This is an optimization exercise on Yosys and OpenROAD, whose aim is small area, a short achievable clock period and few clock cycles per item, not a production implementation. The RTL was checked by simulation tests, not by an equivalence proof against the original design. Power figures rest on the tool's default switching activity, not on a simulated workload.

### flow/design.v
module JAM (
    input CLK,
    input RST,
    output reg [2:0] W,
    output reg [2:0] J,
    input [6:0] Cost,
    output reg [3:0] MatchCount,
    output reg [9:0] MinCost,
    output reg Valid );
localparam [3:0] S_SCAN = 4'd0,   
                 S_WAIT = 4'd1,   
                 S_DEC  = 4'd2,   
                 S_A0   = 4'd3,   
                 S_ADJ  = 4'd4,   
                 S_PRU  = 4'd6,   
                 S_DINI = 4'd7,   
                 S_DFS  = 4'd8,   
                 S_FIN  = 4'd9,   
                 S_FIN1 = 4'd12,
                 S_FIN2 = 4'd11,
                 S_DONE = 4'd10;
localparam [1:0] T_NONE = 2'd0, T_SCAN = 2'd1, T_ADJ = 2'd2, T_A0 = 2'd3;
reg [3:0]  cs;
reg [1:0]  dcnt;
reg        fix;           
reg        adj_end;
reg        aug;           
reg [7:0]  wv   [0:7];    
reg [7:0]  mv   [0:7];    
reg [3:0]  way  [0:7];    
reg [2:0]  p    [0:7];    
reg [7:0]  mt;            
reg [7:0]  used;
reg [2:0]  row;           
reg [3:0]  j0;            
reg [6:0]  dl;            
reg [9:0]  pre;           
reg [9:0]  base;          
reg [7:0]  best;
reg [2:0]  j1;
reg [2:0]  jj;            
reg [1:0]  r_tag;
reg [6:0]  r_cost;
reg [7:0]  r_w;
reg [7:0]  r_m;
reg        r_u;
reg [2:0]  r_col;
reg [1:0]  s1_tag;
reg [9:0]  s1_cb;
reg [7:0]  s1_w;
reg [7:0]  s1_m;
reg [2:0]  s1_col;
reg [1:0]  s2_tag;
reg [9:0]  s2_x;
reg [7:0]  s2_sat;
reg [7:0]  s2_m;
reg [2:0]  s2_col;
reg        n_val;
reg [7:0]  nmv;
reg [2:0]  n_col;
reg [9:0]  rmin;
reg [7:0]  arow;
reg [2:0]  lvl;
reg [7:0]  dused;
reg [7:0]  rem;
reg [2:0]  cst [0:4];
reg [4:0]  nf;            
reg [8:0]  pm;
reg        pmv;
reg [7:0]  le1, le3, lf;
reg        lv;
reg [2:0]  pc;
reg        pcv;
integer q;
function [3:0] next_free;
  input [7:0] u;
  input [3:0] from;
  integer n;
  begin
    next_free = 4'd8;
    for (n = 7; n >= 0; n = n - 1)
      if (!u[n] && n >= from) next_free = n;
  end
endfunction
function [2:0] lowest;
  input [7:0] m;
  integer n;
  begin
    lowest = 3'd0;
    for (n = 7; n >= 0; n = n - 1)
      if (m[n]) lowest = n;
  end
endfunction
function [8:0] sel3;
  input [7:0] r5, r6, r7, e1, e3, f;
  reg [7:0] e2;
  begin
    e2 = f & ~e1 & ~e3;
    sel3 = {|(r7 & e3), |(r7 & e2), |(r7 & e1),
            |(r6 & e3), |(r6 & e2), |(r6 & e1),
            |(r5 & e3), |(r5 & e2), |(r5 & e1)};
  end
endfunction
function [7:0] hibit;
  input [7:0] f;
  integer n;
  begin
    hibit = 8'd0;
    for (n = 0; n < 8; n = n + 1)
      if (f[n]) hibit = 8'd1 << n;
  end
endfunction
function [2:0] perm3;
  input [8:0] m;
  begin
    perm3 = {2'b00, m[0] & m[4] & m[8]} + {2'b00, m[0] & m[5] & m[7]}
          + {2'b00, m[1] & m[3] & m[8]} + {2'b00, m[1] & m[5] & m[6]}
          + {2'b00, m[2] & m[3] & m[7]} + {2'b00, m[2] & m[4] & m[6]};
  end
endfunction
wire [3:0]  nf_scan  = next_free(fix ? 8'd0 : used, {1'b0, J} + 4'd1);
wire [3:0]  nf_first = next_free(used, 4'd0);
wire [7:0]  wnew = r_u ? r_w + {1'b0, dl} - r_m : r_w;
wire [9:0]  x2   = s1_cb + {2'd0, s1_w};
wire [7:0]  xsat = s2_sat;
wire        xlt  = j0[3] | (xsat < s2_m);
wire [7:0]  nmv3 = xlt ? xsat : s2_m;
wire [7:0]  pbit = 8'd1 << p[s2_col];
function [2:0] nf_next;
  input [4:0] m;
  input [2:0] a;
  integer n;
  begin
    nf_next = 3'd5;
    for (n = 4; n >= 0; n = n - 1)
      if (m[n] && n > a) nf_next = n;
  end
endfunction
function [2:0] nf_prev;
  input [4:0] m;
  input [2:0] a;
  integer n;
  begin
    nf_prev = 3'd7;
    for (n = 0; n < 5; n = n + 1)
      if (m[n] && n < a) nf_prev = n;
  end
endfunction
reg  [7:0]  pru  [0:7];
reg  [7:0]  outd, ind;
reg  [4:0]  nfc;
reg         pchg;
integer a, b;
always @(*) begin
  for (a = 0; a < 8; a = a + 1) begin
    outd[a] = |(mv[a] & ~(8'd1 << a));
    ind[a] = 1'b0;
    for (b = 0; b < 8; b = b + 1)
      if (b != a) ind[a] = ind[a] | mv[b][a];
  end
  pchg = 1'b0;
  for (a = 0; a < 8; a = a + 1)
    for (b = 0; b < 8; b = b + 1) begin
      pru[a][b] = mv[a][b] & ((a == b) | (outd[b] & ind[a]));
      pchg = pchg | (mv[a][b] & ~pru[a][b]);
    end
  nfc = outd[4:0];
end
wire [2:0]  dj      = lowest(rem);
wire [7:0]  dused_d = dused | (8'd1 << dj);
wire [2:0]  lnext   = nf_next(nf, lvl);
wire [2:0]  nf_lo   = nf[0] ? 3'd0 : nf_next(nf, 3'd0);
wire [2:0]  lprev   = nf_prev(nf, lvl);
wire [2:0]  cprev   = cst[lprev];
wire [7:0]  dused_b = dused & ~(8'd1 << cprev);
wire [7:0]  gtmask  = 8'hfe << cprev;
always @(posedge CLK or posedge RST) begin
  if (RST) begin
    cs <= S_SCAN;
    dcnt <= 2'd0;
    W <= 3'd0;
    J <= 3'd0;
    row <= 3'd0;
    j0 <= 4'd8;
    used <= 8'd0;
    mt <= 8'd0;
    dl <= 7'd0;
    base <= 10'd0;
    best <= 8'hff;
    fix <= 1'b1;
    aug <= 1'b0;
    adj_end <= 1'b0;
    r_tag <= T_NONE;
    s1_tag <= T_NONE;
    s2_tag <= T_NONE;
    n_val <= 1'b0;
    pmv <= 1'b0;
    pcv <= 1'b0;
    lv <= 1'b0;
    MinCost <= 10'd0;
    MatchCount <= 4'd0;
    Valid <= 1'b0;
    for (q = 0; q < 8; q = q + 1)
      wv[q] <= 8'd0;
  end else begin
    r_tag <= T_NONE;
    r_cost <= Cost;
    r_w <= wv[J];
    r_m <= mv[J];
    r_u <= fix & used[J];
    r_col <= J;
    s1_tag <= r_tag;
    s1_cb <= {3'd0, r_cost} + base;
    s1_w <= wnew;
    s1_m <= r_m;
    s1_col <= r_col;
    if (r_tag != T_NONE && r_u) wv[r_col] <= wnew;
    if (r_tag == T_A0) base <= pre - {3'd0, r_cost};
    s2_tag <= s1_tag;
    s2_x <= x2;
    s2_sat <= (|x2[9:7]) ? 8'hff : {1'b0, x2[6:0]};
    s2_m <= s1_m;
    s2_col <= s1_col;
    n_val <= 1'b0;
    nmv <= nmv3;
    n_col <= s2_col;
    if (s2_tag == T_SCAN) begin
      n_val <= 1'b1;
      mv[s2_col] <= nmv3;
      if (!j0[3] && xlt) way[s2_col] <= j0;
    end
    if (s2_tag == T_ADJ) begin
      if (s2_col == 3'd0 || s2_x < rmin) begin
        rmin <= s2_x;
        arow <= pbit;
      end else if (s2_x == rmin)
        arow <= arow | pbit;
      if (s2_col == 3'd7) begin
        mv[row] <= (s2_x < rmin) ? pbit :
                   (s2_x == rmin) ? (arow | pbit) : arow;
        row <= row + 3'd1;
      end
    end
    if (n_val && nmv < best) begin
      best <= nmv;
      j1 <= n_col;
    end
    if (aug) begin
      if (way[jj][3]) begin
        p[jj] <= row;
        row <= row + 3'd1;
        MinCost <= MinCost + {3'd0, dl};
        aug <= 1'b0;
      end else begin
        p[jj] <= p[way[jj][2:0]];
        jj <= way[jj][2:0];
      end
    end
    lv <= 1'b0;
    pmv <= lv;
    pm <= sel3(mv[5], mv[6], mv[7], le1, le3, lf);
    pcv <= pmv;
    pc <= perm3(pm);
    if (pcv) MatchCount <= MatchCount + {1'b0, pc};
    case (cs)
      S_SCAN: begin
        r_tag <= T_SCAN;
        if (nf_scan[3]) begin
          dcnt <= 2'd0;
          cs <= S_WAIT;
        end else
          J <= nf_scan[2:0];
      end
      S_WAIT: begin
        dcnt <= dcnt + 2'd1;
        if (dcnt == 2'd3) begin
          if (adj_end) begin
            cs <= S_PRU;
          end else
            cs <= S_DEC;
        end
      end
      S_DEC: begin
        best <= 8'hff;
        dl <= best[6:0];
        fix <= 1'b0;
        if (j0[3]) begin
          for (q = 0; q < 8; q = q + 1)
            way[q] <= 4'd8;
        end
        if (mt[j1]) begin
          used <= (fix ? 8'd0 : used) | (8'd1 << j1);
          j0 <= {1'b0, j1};
          W <= p[j1];
          J <= j1;
          cs <= S_A0;
        end else begin
          if (fix) used <= 8'd0;
          mt[j1] <= 1'b1;
          jj <= j1;
          aug <= 1'b1;
          fix <= 1'b1;
          j0 <= 4'd8;
          base <= 10'd0;
          J <= 3'd0;
          if (row == 3'd7) begin
            W <= 3'd0;
            cs <= S_ADJ;
          end else begin
            W <= row + 3'd1;
            cs <= S_SCAN;
          end
        end
      end
      S_A0: begin
        r_tag <= T_A0;
        pre <= {3'd0, dl} - {2'd0, wv[j0[2:0]]};
        J <= nf_first[2:0];
        cs <= S_SCAN;
      end
      S_ADJ: if (!aug) begin
        r_tag <= T_ADJ;
        J <= J + 3'd1;
        if (J == 3'd7) begin
          W <= W + 3'd1;
          fix <= 1'b0;
          if (W == 3'd7) begin
            adj_end <= 1'b1;
            dcnt <= 2'd0;
            cs <= S_WAIT;
          end
        end
      end
      S_PRU: begin
        for (q = 0; q < 8; q = q + 1)
          mv[q] <= pru[q];
        nf <= nfc;
        dused <= {3'd0, ~nfc};
        MatchCount <= 4'd0;
        if (!pchg) cs <= S_DINI;
      end
      S_DINI: begin
        lvl <= nf_lo;
        rem <= mv[nf_lo] & ~dused;
        cs <= S_DFS;
      end
      S_DFS: begin
        if (lvl == 3'd5) begin
          lf <= ~dused;
          le1 <= ~dused & (dused + 8'd1);
          le3 <= hibit(~dused);
          lv <= 1'b1;
        end
        if (lvl != 3'd5 && rem != 8'd0) begin
          cst[lvl] <= dj;
          dused <= dused_d;
          rem <= mv[lnext] & ~dused_d;
          lvl <= lnext;
        end else if (lprev == 3'd7) begin
          cs <= S_FIN;
        end else begin
          dused <= dused_b;
          rem <= mv[lprev] & ~dused_b & gtmask;
          lvl <= lprev;
        end
      end
      S_FIN: cs <= S_FIN1;
      S_FIN1: cs <= S_FIN2;
      S_FIN2: begin
        Valid <= 1'b1;
        cs <= S_DONE;
      end
      default: ;
    endcase
  end
end
endmodule
### flow/run.sh
#!/bin/bash
# synth_recipe.tcl (not shown) runs the flow's synth.tcl, then flattens the netlist and writes it again
# the make line also repeats each setting of config.mk as NAME=value (left out here)
make -C /OpenROAD-flow-scripts/flow DESIGN_CONFIG=/design/flow/config.mk WORK_HOME=/design/flow/orfs CLKGATE_MAP_FILE= SYNTH_SCRIPT=/design/flow/synth_recipe.tcl finish
### flow/config.mk
export PLATFORM = sky130hd
export DESIGN_NAME = JAM
export DESIGN_NICKNAME = JAM
export VERILOG_FILES = /design/flow/design.v
export SDC_FILE = /design/flow/constraint.sdc
export NUM_CORES = 4
export LEC_CHECK = 0
export CAP_MARGIN = 20
export CORE_MARGIN = 2
export CORE_UTILIZATION = 65
export PLACE_DENSITY = 0.75
export SLEW_MARGIN = 20
### flow/constraint.sdc
create_clock -name core_clock -period 4.0 [get_ports {CLK}]
set_input_delay 0.8000 -clock core_clock [delete_from_list [all_inputs] [get_ports {CLK}]]
set_output_delay 0.8000 -clock core_clock [all_outputs]
set_load 0.01 [all_outputs]
==> results of run 1 <==
[layout by cell type, fill, tap and decap left out, drive strengths merged, types with 68 or more instances in the layout]
cell    count
o21ai     250
a21oi     135
inv       158
buf        73
clkbuf     76
nand2     249
ha         94
nor2      281
edfxtp    323
dfrtp     142
mux2i      68
[routing by layer]
layer	share of wire, %	global-route usage (%)
met5	0	0
met4	6.4	22.0
met3	13	9.70
met2	44	60.1
met1	37	54.2
[metrics by stage]
step                      area (um2)  worst slack (ps)  util, %  power, mW  TNS [ps]
after floorplan                27700             -3040        -       16.0   -992970
after global placement         28700               740     68.4       19.3         0
after detailed placement       28700               559     68.4       19.8         0
after CTS                      30300               559     72.2       24.4         0
after global routing           30300               266     72.2       26.1         0
final                          30300               474     72.2       24.9         0
[kinds of logic after synthesis]
| group | Yosys count | share of synthesized area, % |
|---|---|---|
| AOI/OAI and AO/OA | 774 | 18.7 |
| buffers and inverters | 296 | 4.26 |
| adders and majority gates | 110 | 5.42 |
| and+or+nand+nor | 874 | 15.3 |
| DFF | 475 | 48.9 |
| muxes | 146 | 6.21 |
| xor gates and xnor gates | 37 | 1.17 |
[registers in the layout (all words and copies together) (netlist names), 9 cells and up]
signal	flops
rmin	10
s2_x	10
base	10
cst	15
mv	64
wv	64
pre	9
MinCost	10
s1_cb	10
pm	9
way	32
p	24
[worst max-delay path, stage by stage (launching register included)]
cell and delay, ps:
sky130_fd_sc_hd__dfrtp_1 510, sky130_fd_sc_hd__inv_1 340, sky130_fd_sc_hd__nor2_1 180, sky130_fd_sc_hd__a22oi_1 180, sky130_fd_sc_hd__o221ai_1 130, sky130_fd_sc_hd__o22ai_1 490, sky130_fd_sc_hd__ha_1 340, sky130_fd_sc_hd__a21o_1 180
sky130_fd_sc_hd__a21o_1 200, sky130_fd_sc_hd__a21o_1 180, sky130_fd_sc_hd__a21oi_1 230, sky130_fd_sc_hd__o21ai_0 150, sky130_fd_sc_hd__xor2_1 160
[report_power, final]
part | total [mW] | switching (mW) | internal (mW)
sequential | 9.01 | 1.69 | 7.33
clock | 4.63 | 2.01 | 2.62
combinational | 11.2 | 6.96 | 4.27
[worst min path at each step]
| stage | end | depth (start not counted) | slack [ps] |
|---|---|---|---|
| 4_1_cts | s2_tag[0] | 0 | 350 |
| 3_3_place_gp | s2_tag[0] | 0 | 330 |
| 2_1_floorplan | pcv | 0 | 330 |
| 5_1_grt | s2_tag[1] | 0 | 360 |
| 6_report | s2_tag[1] | 0 | 350 |
| 3_5_place_dp | s2_tag[0] | 0 | 340 |
[area by class of cell]
cell class	instances	area share [%]
diodes	1	0.00826
clock buffers	76	4.75
clock inverters	16	0.533
inverters	158	1.97
multi-input cells	1941	42.9
flip-flops and latches	475	44.6
well taps	539	2.23
repair buffers	102	2.97
==> results.json, run 1 <==
{
  "outcome": "complete, no violations",
  "timing.reg2reg.worst_path_depth": 12,
  "nFillCells": 2960,
  "design.final.nets": 2847,
  "timing.final.crit_share_pct": 88.2,
  "multi_input_gate_area_mm2": 0.0130,
  "vias_in_the_first_global_route": 22733,
  "initialDrtViolationCount": 3702,
  "async_reset_ff_share_pct": 32.0,
  "finalWeightedCongestion": 1.01,
  "power.static_leakage_nw": 11.6,
  "clkSinkCount": 475,
  "layout.area.seq_mm2": 0.0135,
  "cp.required_ps": 4360,
  "synthesis.area_per_instance_um2": 10.2,
  "maxSlewViolCount": 0,
  "setup_viol": 0,
  "post-route-drc-count": 0,
  "cts_tree": "done",
  "cts_htree_levels": 2,
  "number_of_hold_slack_violations_in_the_final_timing_report": 0,
  "fin_cells": 3308,
  "grt_usage_pct": 40.1,
  "cts_resized": 0,
  "r2r-end": "pre[7]",
  "period_needed_ps": 3530,
  "synth_fp_nets": 2831,
  "critical_path.endpoint_type": "register",
  "ys_ff_latch": 475,
  "grt_overflow_total": 0,
  "path_max_fanout": 12,
  "fin_worst_skew_ps": 22.0,
  "actual_transition_at_the_worst_max_transition_pin_ps": 1110,
  "post_drt_wl_per_cell_um": 26.7,
  "starting_utilization_of_the_core_area_pct": 65.9,
  "drive_gt1_share_pct": 10.8,
  "pd_cells_mw_per_mm2": 821,
  "reg2reg_start": "j0[1]",
  "post_synth_top_area_cell": "sky130_fd_sc_hd__edfxtp_1",
  "via_per_inst": 7.22,
  "criticalPathCategory": "register to register",
  "numCtsBuffers": 50,
  "place.port_buffers": 29,
  "maximum_number_of_pins_on_one_net_before_global_route_repair": 80,
  "holdCritPathClass": "register to register",
  "synth-edff-count": 323,
  "core-area_mm2": 0.0419,
  "first_pass_grt_wire_length_mm": 135,
  "yosys_most_used_dff": "sky130_fd_sc_hd__edfxtp_1",
  "hpwlAfterDp_mm": 61.5,
  "rsz0062_at_grt": "false",
  "final_layout_worst_hold_slack_ps": 350,
  "route.antenna.remaining_nets": 0,
  "totalWireLength_mm": 88.3,
  "clock_root_buffer": "sky130_fd_sc_hd__clkbuf_16",
  "drt-pass1-iter-count": 9,
  "reg2reg_slack_ps": 470,
  "areaGrowthSynthToFinish_pct": 9.69,
  "cts-root-to-sink-buffers": 3,
  "grt_antenna_before_repair": 1,
  "synth.distinct_cells": 98,
  "postCtsSetupBuffers": 0,
  "syn_area_mm2": 0.0276,
  "chipWidth_um": 210,
  "critPathCapture": "pre[7]",
  "worstSetupStartpointType": "register",
  "timing.max_cap.violations": 0,
  "synth-seq-area-share_pct": 48.9,
  "min-delay-start": "s1_tag[1]",
  "share_of_yosys_cell_area_claimed_by_the_top_area_cell_type_pct": 35.1,
  "die_height_um": 210,
  "timing.fmax_mhz": 284,
  "irDropWorstVdd_mv": 0.536,
  "synthCells": 2712,
  "yosys-top-cells-area": "sky130_fd_sc_hd__edfxtp_1 35%, sky130_fd_sc_hd__dfrtp_1 13%, sky130_fd_sc_hd__o21ai_0 4.4%",
  "arr_time_crit_path_ps": 3880,
  "clk_pin_slew_worst_paths_ps": 60,
  "relSlewSlack_pct": 26.2,
  "yosysWarnings": 7,
  "routed-via-count": 23888,
  "placedCellCount": 3215,
  "clk_latency_ps": 620,
  "dieArea_mm2": 0.0442,
  "synth.most_common_cell": "sky130_fd_sc_hd__edfxtp_1",
  "worst_setup_path_startpoint": "j0[1]",
  "rows": 75,
  "number_of_ports_placed_on_the_die_boundary": 30,
  "ys_top_cells_by_count": "323 x sky130_fd_sc_hd__edfxtp_1, 280 x sky130_fd_sc_hd__nor2_1, 248 x sky130_fd_sc_hd__nand2_1",
  "post_cts_hold_fix_bufs": 0
}
Testbench counts, summed over its fixed seeds: cycles 5,644, tables 18.
==> run 2: changes to the inputs <==
--- a/flow/config.mk
+++ b/flow/config.mk
@@ -6,7 +6,7 @@
 export NUM_CORES = 4
 export LEC_CHECK = 0
+export ABC_AREA = 1
 export CAP_MARGIN = 20
 export CORE_MARGIN = 2
-export CORE_UTILIZATION = 65
-export PLACE_DENSITY = 0.75
+export CORE_UTILIZATION = 40
 export SLEW_MARGIN = 20
==> run 2 against run 1 <==
Effect of this change: non-clock buffer count is the same; critical path depth grew 2; core utilization shrank 26 points; global-route usage shrank 14 points; count of clock-buffer cells in the layout shrank 3; largest cell class unchanged; clock skew grew 5.4 ps; worst setup slack lost 5.1 ps; final cell count grew 37%; combinational power shrank 11%; highest routed layer unchanged; still clean on timing, DRC and antenna.
==> results.json, run 2 <==
{
  "muxShareOfSynthArea_pct": 0.0350,
  "clk_latency_ps": 640,
  "holdCritPathClass": "register to register",
  "synthCells": 3487,
  "post_drt_wl_per_cell_um": 21.4,
  "synth_simple_gate_area_share_pct": 23.6,
  "vias_in_the_first_global_route": 24270,
  "timing.fmax_mhz": 283,
  "grt_overflow_total": 0,
  "fin_tns_setup_ps": 0,
  "yosys-top-cells-area": "sky130_fd_sc_hd__edfxtp_1 34%, sky130_fd_sc_hd__dfrtp_1 12%, sky130_fd_sc_hd__nand2_1 10%",
  "dieArea_mm2": 0.0736,
  "design.final.nets": 3676,
  "reg2reg_slack_ps": 470,
  "maxSlewViolCount": 0,
  "arr_time_crit_path_ps": 3900,
  "period_needed_ps": 3530,
  "placedCellCount": 4440,
  "compound_gate_portion_of_the_synthesized_area_pct": 14.1,
  "numCtsBuffers": 55,
  "preCtsSetupSlack_ps": 511,
  "synth-seq-area-share_pct": 47.3,
  "pd_cells_mw_per_mm2": 740,
  "async_reset_ff_share_pct": 32.0,
  "first_pass_grt_wire_length_mm": 148,
  "final_cell_mix": "789 x sky130_fd_sc_hd__nand2_1, 519 x sky130_fd_sc_hd__inv_1, 323 x sky130_fd_sc_hd__edfxtp_1",
  "power.static_leakage_nw": 14.4,
  "cts_htree_levels": 2,
  "postCtsSetupBuffers": 0,
  "mostFrequentLayoutCell": "sky130_fd_sc_hd__nand2_1",
  "met3_wirelength_mm": 9.92,
  "path_max_fanout": 13,
  "route.antenna.remaining_nets": 0,
  "layout_top_registers": "mv (64), wv (64), way (32)",
  "timing.final.crit_share_pct": 88.3,
  "finalWorstSetupSlack_ps": 469,
  "actual_transition_at_the_worst_max_transition_pin_ps": 1140,
  "totalWireLength_mm": 97.3,
  "layout.area.seq_mm2": 0.0135,
  "syn_area_mm2": 0.0286,
  "synth-xor-area-share_pct": 1.13,
  "routed-wl-met2_mm": 42.1,
  "synth_fp_nets": 3606,
  "synth.most_common_cell": "sky130_fd_sc_hd__nand2_1",
  "timing.reg2reg.worst_path_depth": 14,
  "synth_fa_ha_area_share_pct": 5.24,
  "number_of_hold_slack_violations_in_the_final_timing_report": 0,
  "criticalPathCategory": "register to register",
  "final_layout_worst_hold_slack_ps": 348,
  "top_layer": "met4",
  "yosysWarnings": 7,
  "synth-edff-count": 323,
  "finalWeightedCongestion": 1.00,
  "rows": 97,
  "outcome": "complete, no violations",
  "cts-root-to-sink-buffers": 3,
  "critical_path.endpoint_type": "register",
  "number_of_ports_placed_on_the_die_boundary": 30,
  "power_mw": 23.9,
  "via_per_inst": 5.70,
  "nFillCells": 6910,
  "multi_input_gate_area_mm2": 0.0127,
  "synthesis.area_per_instance_um2": 8.19,
  "hpwlAfterDp_mm": 70.9,
  "finalCoreUtilization_pct": 45.8,
  "post-route-drc-count": 0,
  "maximum_number_of_pins_on_one_net_before_global_route_repair": 61,
  "drive_gt1_share_pct": 7.13,
  "timing.max_cap.violations": 0,
  "routed-via-count": 25889,
  "place_area_mm2": 0.0303,
  "post_synth_top_area_cell": "sky130_fd_sc_hd__edfxtp_1",
  "area_of_all_placed_cells_without_fillers_mm2": 0.0323,
  "relSlewSlack_pct": 23.7,
  "synth_top_family_by_area": "simple AND/OR/NAND/NOR gates",
  "irDropWorstVdd_mv": 0.611,
  "areaGrowthSynthToFinish_pct": 12.9,
  "fin_cells": 4543,
  "die_height_um": 271,
  "clock_root_buffer": "sky130_fd_sc_hd__clkbuf_16",
  "grt_antenna_before_repair": 1,
  "setup_viol": 0,
  "drt-pass1-iter-count": 6,
  "cts_tree": "done",
  "m1WireLength_mm": 41.1,
  "cp.required_ps": 4360,
  "core-area_mm2": 0.0704,
  "starting_utilization_of_the_core_area_pct": 40.6,
  "ys_ff_latch": 475,
  "chipWidth_um": 271,
  "place.port_buffers": 29,
  "grt_usage_pct": 26.0,
  "initialDrtViolationCount": 3346,
  "clk_pin_slew_worst_paths_ps": 60,
  "fin_worst_skew_ps": 27.4,
  "worstSetupStartpointType": "register",
  "yosys_most_used_dff": "sky130_fd_sc_hd__edfxtp_1",
  "holdPathStages": 0,
  "clkSinkCount": 475,
  "rsz0062_at_grt": "false",
  "synth.distinct_cells": 66,
  "share_of_yosys_cell_area_claimed_by_the_top_area_cell_type_pct": 33.9,
  "ys_top_cells_by_count": "789 x sky130_fd_sc_hd__nand2_1, 520 x sky130_fd_sc_hd__inv_1, 323 x sky130_fd_sc_hd__edfxtp_1"
}
[run 2: layout make-up]
type / count / area share [%]
antenna: 1 / 0.00776
clock buffer: 73 / 4.70
inverter: 541 / 6.31
multi-input combinational: 2382 / 39.3
tap: 940 / 3.65
timing repair buffer: 102 / 2.79
sequential: 475 / 41.9
clock inverter: 29 / 1.38
[run 2: worst paths after layout]
kind                       startpoint       end
setup / recovery                j0[0]    pre[7]
max in group asynchronous         RST  wv[4][4]
hold reg to reg                   pmv       pcv
min in group asynchronous         RST   dcnt[1]
hold / removal                    pmv       pcv
setup reg to reg                j0[0]    pre[7]
[run 2: per-layer routing]
| metal | global-route usage [%] | vias up |
|---|---|---|
| li1 | - | 12033 |
| met1 | 36.8 | 12182 |
| met2 | 39.3 | 1398 |
| met3 | 5.02 | 276 |
| met4 | 10.1 | 0 |
| met5 | 0 | - |
[run 2: worst max-delay path: stages (launching register included)]
cell and delay, ps:
sky130_fd_sc_hd__dfrtp_1 610, sky130_fd_sc_hd__inv_1 210, sky130_fd_sc_hd__nand3_1 340, sky130_fd_sc_hd__o22ai_1 130
sky130_fd_sc_hd__a221oi_1 330, sky130_fd_sc_hd__o2111ai_1 160, sky130_fd_sc_hd__o21ai_0 180, sky130_fd_sc_hd__ha_1 360
sky130_fd_sc_hd__a21oi_1 160, sky130_fd_sc_hd__nand2_1 100, sky130_fd_sc_hd__a21oi_1 140, sky130_fd_sc_hd__o21ai_0 130
sky130_fd_sc_hd__a21o_1 180, sky130_fd_sc_hd__a21oi_1 160, sky130_fd_sc_hd__xnor2_1 90
[run 2: timing repair]
item,4_1_cts,5_1_grt
hold buffers,0,0
resized for setup,0,1
setup endpoints to repair,0,1
[run 2: cell families after synthesis]
group / Yosys count
AND/OR/NAND/NOR: 1547
AO/OA/AOI/OAI: 687
buffers and inverters: 630
flip-flops: 475
adder cells (fa/ha/maj): 110
XOR/XNOR: 37
multiplexers: 1
[run 2: power by group]
part / leakage (nW) / switching (mW) / internal [mW] / total, mW
clock: 0.941 / 2.17 / 3.32 / 5.49
sequential: 5.00 / 1.21 / 7.20 / 8.40
combinational: 8.46 / 6.77 / 3.20 / 9.96
total: 14.4 / 10.1 / 13.7 / 23.9
==> run 3: changes to the inputs <==
--- a/flow/config.mk
+++ b/flow/config.mk
@@ -6,5 +6,4 @@
 export NUM_CORES = 4
 export LEC_CHECK = 0
-export ABC_AREA = 1
 export CAP_MARGIN = 20
 export CORE_MARGIN = 2
==> run 3 against run 2 <==
Effect of this change: via count down 11%; count of clock-buffer cells in the layout decreased by 12; sequential cell count did not move; clock skew increased by 8.6 ps; final area is 3.8% lower; synthesized cell count is 22% lower; worst hold slack better by 1.5 ps; critical path depth down 2; register-to-register slack worse by 50 ps; largest cell class unchanged; largest power group unchanged.
==> results.json, run 3 <==
{
  "preCtsSetupSlack_ps": 560,
  "chipWidth_um": 267,
  "synth.distinct_cells": 98,
  "hpwlAfterDp_mm": 63.1,
  "yosysWarnings": 7,
  "criticalPathCategory": "register to register",
  "final_cell_mix": "323 x sky130_fd_sc_hd__edfxtp_1, 277 x sky130_fd_sc_hd__nor2_1, 248 x sky130_fd_sc_hd__nand2_1",
  "timing.final.crit_share_pct": 89.7,
  "maximum_number_of_pins_on_one_net_before_global_route_repair": 109,
  "relSlewSlack_pct": 19.4,
  "timing.fmax_mhz": 279,
  "clkSinkCount": 475,
  "design.final.nets": 2853,
  "core-area_mm2": 0.0685,
  "clock_root_buffer": "sky130_fd_sc_hd__clkbuf_16",
  "yosys-top-cells-area": "sky130_fd_sc_hd__edfxtp_1 35%, sky130_fd_sc_hd__dfrtp_1 13%, sky130_fd_sc_hd__o21ai_0 4.4%",
  "worstHoldEndpoint": "s2_tag[0]",
  "async_reset_ff_share_pct": 32.0,
  "first_pass_grt_wire_length_mm": 136,
  "synth-edff-count": 323,
  "cts_htree_levels": 2,
  "critical_path.endpoint_type": "register",
  "areaGrowthSynthToFinish_pct": 12.3,
  "layout_top_registers": "mv (64), wv (64), way (32)",
  "internal_power_mw": 14.8,
  "synth-xor-area-share_pct": 1.17,
  "finalCoreUtilization_pct": 45.3,
  "globalRoute.busiestLayer": "met2",
  "cts-root-to-sink-buffers": 3,
  "nFillCells": 6294,
  "synth_simple_gate_area_share_pct": 15.3,
  "globalRouteMet2Util_pct": 38.2,
  "critical_path.max_stage_delay_ps": 570,
  "grt_antenna_before_repair": 0,
  "path_max_fanout": 19,
  "swShare_pct": 41.6,
  "path_cells": "buf_4 > nor2_1 > a22oi_1 > o221ai_1 > o22ai_1 > ha_1 > a21o_1 > a21o_1 > a21o_1 > a21oi_1 > o21ai_0 > xor2_1",
  "yosys_most_used_dff": "sky130_fd_sc_hd__edfxtp_1",
  "synth-seq-area-share_pct": 48.9,
  "initialDrtViolationCount": 2957,
  "crit_slowest_cell": "sky130_fd_sc_hd__dfrtp_1",
  "holdCritPathClass": "register to register",
  "min-delay-start": "s1_tag[0]",
  "post-route-drc-count": 0,
  "ys_ff_latch": 475,
  "starting_utilization_of_the_core_area_pct": 40.4,
  "timing.reg2reg.worst_path_depth": 12,
  "outcome": "complete, no violations",
  "number_of_ports_placed_on_the_die_boundary": 30,
  "finalWorstSetupSlack_ps": 414,
  "gr-usage-met1_pct": 35.3,
  "arr_time_crit_path_ps": 3940,
  "met3_usage_in_global_routing_pct": 3.90,
  "actual_transition_at_the_worst_max_transition_pin_ps": 1200,
  "routed-via-count": 22950,
  "ys_top_cells_by_count": "323 x sky130_fd_sc_hd__edfxtp_1, 280 x sky130_fd_sc_hd__nor2_1, 248 x sky130_fd_sc_hd__nand2_1",
  "clk_pin_slew_worst_paths_ps": 60,
  "comb_power_share_pct": 43.4,
  "seq_power_share_pct": 35.5,
  "grt_usage_pct": 25.0,
  "synth_fa_ha_area_share_pct": 5.42,
  "compound_gate_portion_of_the_synthesized_area_pct": 18.7,
  "power.static_leakage_nw": 11.7,
  "synthesis.area_per_instance_um2": 10.2,
  "finalWeightedCongestion": 0.975,
  "synthCells": 2712,
  "syn_area_mm2": 0.0276,
  "drive_gt1_share_pct": 11.4,
  "cts_tree": "done",
  "synth_fp_nets": 2831,
  "vias_in_the_first_global_route": 22090,
  "clk_latency_ps": 640,
  "cts_resized": 0,
  "fin_tns_setup_ps": 0,
  "post_synth_top_area_cell": "sky130_fd_sc_hd__edfxtp_1",
  "n_antenna_cell": 0,
  "clock_group_share_of_total_power_pct": 21.1,
  "reg2reg_start": "j0[1]",
  "place.port_buffers": 29,
  "die_height_um": 267,
  "numCtsBuffers": 52,
  "r2r-end": "pre[7]",
  "muxShareOfSynthArea_pct": 6.21,
  "timing.max_cap.violations": 0,
  "number_of_hold_slack_violations_in_the_final_timing_report": 0,
  "share_of_yosys_cell_area_claimed_by_the_top_area_cell_type_pct": 35.1,
  "reg2reg_slack_ps": 410,
  "rsz0062_at_grt": "false",
  "cp.required_ps": 4350,
  "route.antenna.remaining_nets": 0,
  "period_needed_ps": 3590,
  "holdPathStages": 0,
  "fin_worst_skew_ps": 36.1,
  "post_drt_wl_per_cell_um": 24.4,
  "postCtsSetupBuffers": 0,
  "grt_overflow_total": 0,
  "post_cts_hold_fix_bufs": 0,
  "setup_viol": 0,
  "worstSetupStartpointType": "register",
  "totalWireLength_mm": 89.4,
  "via_per_inst": 6.27,
  "pd_cells_mw_per_mm2": 819,
  "synth.most_common_cell": "sky130_fd_sc_hd__edfxtp_1",
  "dieArea_mm2": 0.0712,
  "total_switching_power_mw": 10.6,
  "maxSlewViolCount": 0,
  "rows": 96,
  "mostFrequentLayoutCell": "sky130_fd_sc_hd__edfxtp_1",
  "drt-pass1-iter-count": 6,
  "crit_top_cell": "sky130_fd_sc_hd__a21o_1",
  "synth_top_family_by_area": "compound AO/OA/AOI/OAI gates",
  "irDropWorstVdd_mv": 0.409
}
## run 3: cell types whose count changed in the layout (fill, tap and decap cells not counted), sizes merged, moves of 48 or more
cell	delta
nand2	-551
inv	-379
nand3	-205
o22ai	-94
mux2i	+67
mux2	+65
nand4	-48
## run 3: kinds of logic after synthesis
group / after synthesis
XOR/XNOR: 37
multiplexers: 146
AO/OA/AOI/OAI: 774
buffers and inverters: 296
flip-flops: 475
AND/OR/NAND/NOR: 874
adder cells (fa/ha/maj): 110
## run 3: how the worst max path moves through the flow
stage / start / depth (start not counted) / slack (ps) / endpoint
after floorplan: RST / 4 / -3040 / le1[0]
after global placement: j0[1] / 12 / 670 / pre[7]
after detailed placement: j0[1] / 12 / 560 / pre[7]
after CTS: j0[1] / 12 / 510 / pre[7]
after global routing: j0[1] / 15 / 260 / pre[8]
final: j0[1] / 12 / 410 / pre[7]
## run 3: layout make-up
cell class              count  area (um2)  share of cell area [%]
clock buffers              61        1390                    4.46
clock inverters            35         518                    1.67
inverters                 158         597                    1.92
multi-input cells        1941       13000                    41.9
flip-flops and latches    475       13500                    43.6
well taps                 882        1100                    3.56
repair buffers            106         906                    2.92
## run 3: per-layer routing
| layer | wire length (um) | part of all wire [%] |
|---|---|---|
| met5 | 0 | 0 |
| met4 | 3820 | 4.3 |
| met3 | 8340 | 9.3 |
| met2 | 39200 | 44 |
| met1 | 38000 | 43 |
## run 3: critical path: cells and delay by family, from the launching register on
kind | cells | cell delay (ps)
and+or+nand+nor | 1 | 140
xor gates and xnor gates | 1 | 160
adders and majority gates | 1 | 330
buffers and inverters | 1 | 330
AOI/OAI and AO/OA | 8 | 1760
DFF | 1 | 570
## run 3: power by group through the flow
stage	Sequential (mW)	Combinational [mW]	Clock (mW)
after CTS	8.96	10.9	5.44
after global routing	9.17	12.1	5.62
after detailed placement	9.03	10.8	0
after floorplan	8.17	7.83	0
after global placement	9.02	10.5	0
final	9.01	11.0	5.36
## run 3: through the flow
stage	cell area [um2]	power (mW)	hold WS (ps)	instances
after detailed placement	29100	19.9	335	3562
after floorplan	27700	16.0	331	2712
after global placement	29100	19.6	333	3562
after global routing	31000	26.9	363	3658
after CTS	31000	25.3	350	3658
final	31000	25.4	349	3658

## static timing again, ports no longer ideal
In the flow no input, the clock included, has a driving cell. The finished layouts below were timed again as built, in two steps.
Step 1 (the two cells are an assumption about what drives the block):
set clk [get_ports {CLK}]
set_driving_cell -lib_cell sky130_fd_sc_hd__clkbuf_16 $clk
set_driving_cell -lib_cell sky130_fd_sc_hd__buf_2 [delete_from_list [all_inputs] $clk]
Step 2 also shifts input and output timing later by t, the mid clock arrival at the registers, as if the neighbouring blocks saw the same clock.
Slacks: ideal / step 1 / step 2; pairs: ideal / step 1.
run	t (ns)	setup WS [ns]	latest minus earliest clock arrival (ns)
run 1	0.667	0.474 / 0.474 / 0.474	0.025 / 0.025
run 2	0.691	0.469 / 0.469 / 0.469	0.028 / 0.027
run 3	0.681	0.414 / 0.414 / 0.414	0.037 / 0.036
After both steps every run listed still meets setup and hold.
